Background: an optimization exercise with open tools, aiming at small area, a short achievable clock period and few clock cycles. Do not read the settings as production practice. Where RTL was checked, it was by simulation tests only, not by an equivalence proof against the original.

==> zinc: inputs <==
## fft_radix4_top
module fft_radix4_top #(
    parameter WIDTH = 16
)(
    input wire clk,
    input wire rst_n,
    input wire start,
    input wire signed [WIDTH*16-1:0] data_in_real,
    input wire signed [WIDTH*16-1:0] data_in_imag,
    output wire signed [WIDTH*16-1:0] data_out_real,
    output wire signed [WIDTH*16-1:0] data_out_imag,
    output wire done,
    output wire valid
);
make LEC_CHECK=0 CAP_MARGIN=20 CORE_MARGIN=2 CORE_UTILIZATION=40 SLEW_MARGIN=20 finish   # period 20.0 ns
run.sh (not shown) runs the stock make flow with config.mk's settings and CLKGATE_MAP_FILE= SYNTH_SCRIPT=/design/flow/synth_recipe.tcl, a recipe that flattens the netlist after the stock synthesis.
==> violet (differences from zinc) <==
--- a/flow/config.mk
+++ b/flow/config.mk
@@ -7,5 +7,6 @@
 export LEC_CHECK = 0
 export CAP_MARGIN = 20
 export CORE_MARGIN = 2
-export CORE_UTILIZATION = 40
+export CORE_UTILIZATION = 55
+export SETUP_SLACK_MARGIN = 5
 export SLEW_MARGIN = 20
==> PnR_summary.wiki <==
{| class="wikitable"
! Metric !! Value
|-
| Number of cells traversed by the worst register-to-register path || 60
|-
| Number of buffers inserted during clock tree synthesis || 82
|-
| Kind of cell adding the most delay to the critical path || compound AO/OA/AOI/OAI gates
|-
| Instance count on the critical path || 42
|-
| Length of the first detailed-routing pass in iterations || 6
|-
| Post-Route WL || 633300 microns
|-
| Post-CTS setup buffer count || 0
|-
| Clock buffers || 105
|-
| Portion of the layout cell area used by clock cells || 1.675%
|-
| Wire length of the first global-routing pass || 888800 microns
|-
| Critical register-to-register path endpoint || bank.data_out_real[239]$_DFF_P_
|-
| Final period utilization || 97.55%
|-
| Run status || complete, no violations
|}
the above is filed under zinc

==> PnR_summary.wiki <==
{| class="wikitable"
! Metric !! Value
|-
| Length of the first detailed-routing pass in iterations || 10
|-
| Number of cells traversed by the worst register-to-register path || 61
|-
| Kind of cell adding the most delay to the critical path || simple AND/OR/NAND/NOR gates
|-
| Post-CTS setup buffer count || 1885
|-
| Routed metal-1 wire length || 249400 microns
|-
| Clock buffers || 88
|-
| Post-Route WL || 688200 microns
|-
| Critical register-to-register path endpoint || bank.data_out_imag[190]$_DFF_P_
|-
| Run status || complete, no violations
|-
| Number of buffers inserted during clock tree synthesis || 75
|-
| Portion of the layout cell area used by clock cells || 1.197%
|-
| Worst Path Buf+Inv || 9
|-
| Final period utilization || 82.66%
|}
the above is filed under violet

Function was not checked in any run of this note: the RTL went through the layout flow alone.

==> inputs of run A <==
fft_radix4_top, a different RTL version from the one above (not shown whole).
==> module complex_adder, before the edit <==
module complex_adder #(
    parameter SUB = 0,
    parameter STYLE = 1
)(
    input  wire [15:0] a,
    input  wire [15:0] b,
    output wire [15:0] y
);
    wire [15:0] bb = SUB ? ~b : b;
    wire [15:0] p = a ^ bb;
    wire [15:0] c;
    ks_carry #(.N(16), .STYLE(STYLE)) kc (.p(p), .g(a & bb), .cin(SUB != 0), .c(c));
    wire [15:0] s = p ^ c;
    wire ovf = ~(a[15] ^ bb[15]) & (c[15] ^ a[15]);
    assign y = ovf ? {a[15], {15{~a[15]}}} : s;
endmodule
==> module complex_subtractor, before the edit <==
module complex_subtractor #(
    parameter STYLE = 2
)(
    input  wire [16:0] a,
    input  wire [16:0] b,
    input  wire        cin,
    output wire [15:0] y,
    output wire [15:0] f,
    output wire [15:0] g
);
    wire [16:0] p = a ^ b;
    wire [16:0] c;
    ks_carry #(.N(17), .STYLE(STYLE)) kc (.p(p), .g(a & b), .cin(cin), .c(c));
    wire [16:0] t = p ^ c;
    wire ovf = t[16] ^ t[15];
    wire [16:0] k = {a[15:0] | b[15:0], cin};
    wire [16:0] e = ~(p ^ k);
    wire [16:0] z;
    assign z[0] = 1'b1;
    genvar i;
    generate
        for (i = 1; i < 17; i = i + 1) begin : zm
            assign z[i] = &e[i-1:0];
        end
    endgenerate
    wire pos = ~t[16] & ~(z[16] & ~ovf) ;   
    wire [15:0] tm1 = t[15:0] ^ z[15:0];     
    wire is_min = t[15] & z[15];             
    assign y = ovf ? {t[16], {15{~t[16]}}} : t[15:0];
    assign f = ovf ? (t[16] ? 16'h8001 : 16'h7ffe) :
               pos ? tm1 : {t[15:1], t[0] | is_min};
    assign g = ovf ? (t[16] ? 16'h7fff : 16'h8001) :
               t[15] ? ~t[15:0] : ~tm1;
endmodule
make LEC_CHECK=0 ABC_AREA=1 CAP_MARGIN=20 CORE_MARGIN=2 CORE_UTILIZATION=40 SLEW_MARGIN=20 finish   # period 20.0 ns
==> run R (differences from run A) <==
--- a/flow/design.v
+++ b/flow/design.v
@@ -1,6 +1,6 @@
 module complex_adder #(
     parameter SUB = 0,
-    parameter STYLE = 1
+    parameter STYLE = 0
 )(
     input  wire [15:0] a,
     input  wire [15:0] b,
@@ -15,7 +15,7 @@
     assign y = ovf ? {a[15], {15{~a[15]}}} : s;
 endmodule
 module complex_subtractor #(
-    parameter STYLE = 2
+    parameter STYLE = 0
 )(
     input  wire [16:0] a,
     input  wire [16:0] b,
==> run B (differences from run A) <==
--- a/flow/design.v
+++ b/flow/design.v
@@ -1,6 +1,6 @@
 module complex_adder #(
     parameter SUB = 0,
-    parameter STYLE = 1
+    parameter STYLE = 0
 )(
     input  wire [15:0] a,
     input  wire [15:0] b,
@@ -15,7 +15,7 @@
     assign y = ovf ? {a[15], {15{~a[15]}}} : s;
 endmodule
 module complex_subtractor #(
-    parameter STYLE = 2
+    parameter STYLE = 0
 )(
     input  wire [16:0] a,
     input  wire [16:0] b,
--- a/flow/config.mk
+++ b/flow/config.mk
@@ -9,4 +9,6 @@
 export CAP_MARGIN = 20
 export CORE_MARGIN = 2
 export CORE_UTILIZATION = 40
+export SETUP_SLACK_MARGIN = 5
 export SLEW_MARGIN = 20
+export TNS_END_PERCENT = 0
==> comparison <==
Run R produced a clean layout. Run A ran to the end with no violations. Run B completed without violations.
The highest clock skew belongs to run B, the lowest to run A.
Die area is the same in run R and run B.
In synthesized cell count, run R and run B do not differ.
No functional check of the RTL was part of any run of this note.

==> job 8395 <==
fft_radix4_top, a different RTL version from the one above (not shown whole).
==> module complex_subtractor, before the edit <==
module complex_subtractor #(
    parameter CIN = 0,
    parameter STYLE = 0
)(
    input  wire [16:0] a,
    input  wire [16:0] b,
    output wire [15:0] y,
    output wire [15:0] f,
    output wire [15:0] g
);
    wire [16:0] p = a ^ b;
    wire [16:0] gg, pp;
    ks_gp #(.N(17), .STYLE(STYLE)) kt (.p(p), .g(a & b), .gg(gg), .pp(pp));
    wire [16:0] t, u;
    generate
        if (CIN != 0) begin : c1
            assign t = p ^ {gg[15:0] | pp[15:0], 1'b1};
            assign u = p ^ {gg[15:0], 1'b0};
        end else begin : c0
            assign t = p ^ {gg[15:0], 1'b0};
            wire [16:0] s1 = ~p;
            wire [16:0] k1 = {a[15:0] | b[15:0], 1'b0};
            wire [16:0] pu = s1 ^ k1;
            wire [16:0] gu, pq;
            ks_gp #(.N(17), .STYLE(STYLE)) ku (.p(pu), .g(s1 & k1), .gg(gu), .pp(pq));
            assign u = pu ^ {gu[15:0], 1'b0};
        end
    endgenerate
    wire pos_ovf = ~t[16] & t[15];                        
    wire neg_ovf = t[16] & ~t[15];                        
    wire le_min  = neg_ovf | (u[16] & ~u[15]);            
    assign y = pos_ovf ? 16'h7fff : neg_ovf ? 16'h8000 : t[15:0];
    assign f = le_min ? 16'h8001 : pos_ovf ? 16'h7ffe : ~u[16] ? u[15:0] : t[15:0];
    assign g = neg_ovf ? 16'h7fff : pos_ovf ? 16'h8001 : ~t[16] ? ~u[15:0] : ~t[15:0];
endmodule
clock: 20.0 ns
lec_check: 0
abc_area: 1
cap_margin: 20
core_margin: 2
core_utilization: 40
slew_margin: 20
standard.sh (not shown) runs the stock make flow with config.mk's settings and CLKGATE_MAP_FILE= SYNTH_SCRIPT=/design/flow/synth_recipe.tcl, a recipe that flattens the netlist after the stock synthesis.
==> flow/flow/run.sh <==
#!/bin/bash
# Own layout flow: the standard ORFS flow (standard.sh) with
#  - the standard flow's synthesis script plus flow/synth_hooks.tcl (no full-adder
#    extraction, ABC mapping with flow/abc.script);
#  - ports buffered with sky130_fd_sc_hd__buf_1;
#  - setup repair aiming at SETUP_SLACK_MARGIN ns of slack, worst path only.
# Runs in the standard flow's work folder; the make output goes to own_flow.log there and
# each ORFS step writes its own log under orfs/logs.
set -euo pipefail
W=$(pwd)
sed -e "s#^source \$::env(SCRIPTS_DIR)/synth.tcl#source $W/flow/synth_hooks.tcl\n&#" \
    synth_recipe.tcl > own_synth.tcl
grep -q synth_hooks own_synth.tcl
sed -e "s#SYNTH_SCRIPT=[^ ]*synth_recipe.tcl#SYNTH_SCRIPT=$W/own_synth.tcl#" standard.sh > own_standard.sh
grep -q own_synth.tcl own_standard.sh
export OWN_ABC_SCRIPT=$W/flow/abc.script
export BUFFER_PORTS_ARGS="-buffer_cell sky130_fd_sc_hd__buf_1"
export SETUP_SLACK_MARGIN=11
export TNS_END_PERCENT=0
bash own_standard.sh > own_flow.log 2>&1
==> flow/flow/abc.script <==
strash
dch
map -D 6000
topo
stime -c
buffer -c
upsize -c -D 6000
dnsize -c -D 6000
==> flow/flow/synth_hooks.tcl <==
# Sourced by own_synth.tcl (the standard flow's synth_recipe.tcl) just before ORFS's
# synth.tcl. Two changes to the standard flow's synthesis, neither touching registers:
#  - Yosys's full-adder extraction is skipped, so ABC maps the adders;
#  - ABC maps with flow/abc.script (delay target) instead of ORFS's script.
proc extract_fa {args} {
  puts "own flow: full-adder extraction skipped"
}
proc abc {args} {
  set i [lsearch -exact $args -script]
  if { $i >= 0 && [info exists ::env(OWN_ABC_SCRIPT)] } {
    set args [lreplace $args [expr {$i + 1}] [expr {$i + 1}] $::env(OWN_ABC_SCRIPT)]
  }
  puts "own flow: abc $args"
  yosys abc {*}$args
}
==> job 6209 (differences from job 8395) <==
--- a/flow/design.v
+++ b/flow/design.v
@@ -17,5 +17,5 @@
 module complex_subtractor #(
     parameter CIN = 0,
-    parameter STYLE = 0
+    parameter STYLE = 1
 )(
     input  wire [16:0] a,
==> flow/flow/run.sh (replaced) <==
#!/bin/bash
# Own layout flow: the standard ORFS flow (standard.sh, standard
# synthesis) with
#  - ports buffered with sky130_fd_sc_hd__buf_1;
#  - setup repair aiming at SETUP_SLACK_MARGIN ns of slack, worst path only.
# Runs in the standard flow's work folder; the make output goes to own_flow.log there and
# each ORFS step writes its own log under orfs/logs.
set -euo pipefail
export BUFFER_PORTS_ARGS="-buffer_cell sky130_fd_sc_hd__buf_1"
export SETUP_SLACK_MARGIN=13
export TNS_END_PERCENT=0
bash standard.sh > own_flow.log 2>&1
- SYNTH_HIERARCHICAL: not set -> 1
- SYNTH_MINIMUM_KEEP_SIZE: not set -> 1500
removed: flow/flow/abc.script
removed: flow/flow/synth_hooks.tcl
==> job 6135 (differences from job 8395) <==
--- a/flow/design.v
+++ b/flow/design.v
@@ -17,5 +17,5 @@
 module complex_subtractor #(
     parameter CIN = 0,
-    parameter STYLE = 0
+    parameter STYLE = 1
 )(
     input  wire [16:0] a,
==> flow/flow/run.sh (replaced) <==
#!/bin/bash
# Own layout flow: the standard ORFS flow (standard.sh, standard
# synthesis) with
#  - ports buffered with sky130_fd_sc_hd__buf_1;
#  - setup repair aiming at SETUP_SLACK_MARGIN ns of slack, worst path only.
# Runs in the standard flow's work folder; the make output goes to own_flow.log there and
# each ORFS step writes its own log under orfs/logs.
set -euo pipefail
export BUFFER_PORTS_ARGS="-buffer_cell sky130_fd_sc_hd__buf_1"
export SETUP_SLACK_MARGIN=13
export TNS_END_PERCENT=0
bash standard.sh > own_flow.log 2>&1
removed: flow/flow/abc.script
removed: flow/flow/synth_hooks.tcl
==> results.txt <==
- Against job 8395, the synthesized cell count of job 6209 is lower by 4.1%.
- Against job 6209, the global-route usage of job 6135 is higher by 4.2 points.
- The lowest clock skew belongs to job 6135, the highest to job 6209.
- Of job 6209 and job 8395, job 8395 has the higher non-clock buffer count (gap 195).
- Sequential share of layout area: job 6135 > job 8395 > job 6209.
- The lowest via count belongs to job 6135, the highest to job 8395.
- Cell area: job 6209 is larger than job 8395 (13%).
- Of job 6135 and job 8395, job 8395 has the higher first-iteration DRC count (gap about 30%, measured against job 8395).
- In job 8395 the count of clock-buffer cells in the layout is lower than in job 6209, by 13.
==> figures <==
quantity                                                                job 6135                 job 8395                 job 6209
Run status                                               complete, no violations  complete, no violations  complete, no violations
Pin slew with the least headroom to its limit                            1307 ps                  1357 ps                  1138 ps
Met1 global-route usage                                                   48.38%                   48.09%                   39.41%
Synth Area in XOR/XNOR                                                    6.698%                   14.40%                        -
Met3 wirelength from detailed routing                                   51.96 mm                 66.27 mm                 35.53 mm
Yosys reg bits                                                               514                      514                        -
Leading cell type in the layout, fill and taps excluded                    inv_1                  nand2_1                  nand2_1
Reg2Reg Launch Point                                         bank.q[374]$_DFF_P_      bank.q[193]$_DFF_P_      bank.q[368]$_DFF_P_
Total met2 wirelength after detailed routing                            255.6 mm                 284.1 mm                 296.3 mm
Post-layout utilization of the core                                       45.89%                   48.54%                   45.67%
Initial cell density of the core                                          40.17%                   40.15%                   40.24%
Required time of the critical path                                     20,660 ps                16,000 ps                20,720 ps
Share of flip-flops with an asynchronous set or reset                    0.3891%                  0.3891%                        -
Register area share after synthesis                                       7.839%                   8.002%                        -
Classification of the worst setup path                                   reg2reg                  reg2out                  reg2reg
Number of non-clock inverters                                              4,331                    3,984                    4,651
Global router's overall resource usage                                    36.53%                   39.53%                   32.32%
Testbench counts of job 8395, summed over its fixed seeds: cycles 1,528.
Testbench counts of job 6209, summed over its fixed seeds: cycles 1,528.
Testbench counts of job 6135, summed over its fixed seeds: cycles 1,528.

## afterwards: timing with drivers on the ports
How much do the figures lean on ideal ports? The routed layouts below were timed once more, with nothing changed but the port constraints.
Step 1 (the two cells are an assumption about what drives the block):
set clk [get_ports {clk}]
set_driving_cell -lib_cell sky130_fd_sc_hd__clkbuf_16 $clk
set_driving_cell -lib_cell sky130_fd_sc_hd__buf_2 [delete_from_list [all_inputs] $clk]
Step 2 also shifts input and output timing later by t, the mid clock arrival at the registers, as if the neighbouring blocks saw the same clock.
a / b / c = no drivers / after step 1 / after step 2; a / b = the first two.
run | t, ns | slack for setup (ns) | hold WS [ns] | worst setup path at the end
zinc | 0.955 | 0.490 / 0.443 / 0.246 | 1.382 / 1.382 / 1.382 | input to register
violet | 0.954 | 3.468 / 3.432 / 3.153 | 1.492 / 1.492 / 1.492 | input to register
run A | 0.947 | 0.878 / 0.849 / 0.659 | 1.389 / 1.389 / 1.389 | input to register
run R | 0.961 | 1.960 / 1.932 / 1.820 | 1.280 / 1.280 / 1.280 | input to register
run B | 0.968 | 4.777 / 4.663 / 4.079 | 1.290 / 1.290 / 1.290 | input to register
job 8395 | 0.843 | 10.880 / 10.759 / 10.758 | 1.133 / 1.133 / 1.133 | input to register
job 6209 | 0.925 | 11.227 / 11.177 / 11.227 | 1.189 / 1.189 / 1.189 | register to register
job 6135 | 0.843 | 8.644 / 8.644 / 8.644 | 0.813 / 0.813 / 0.813 | register to register
After both steps setup and hold are still met in every run listed. For run B, which loses most, drivers alone change the setup slack by -0.114 ns; drivers and shift together by -0.698 ns.
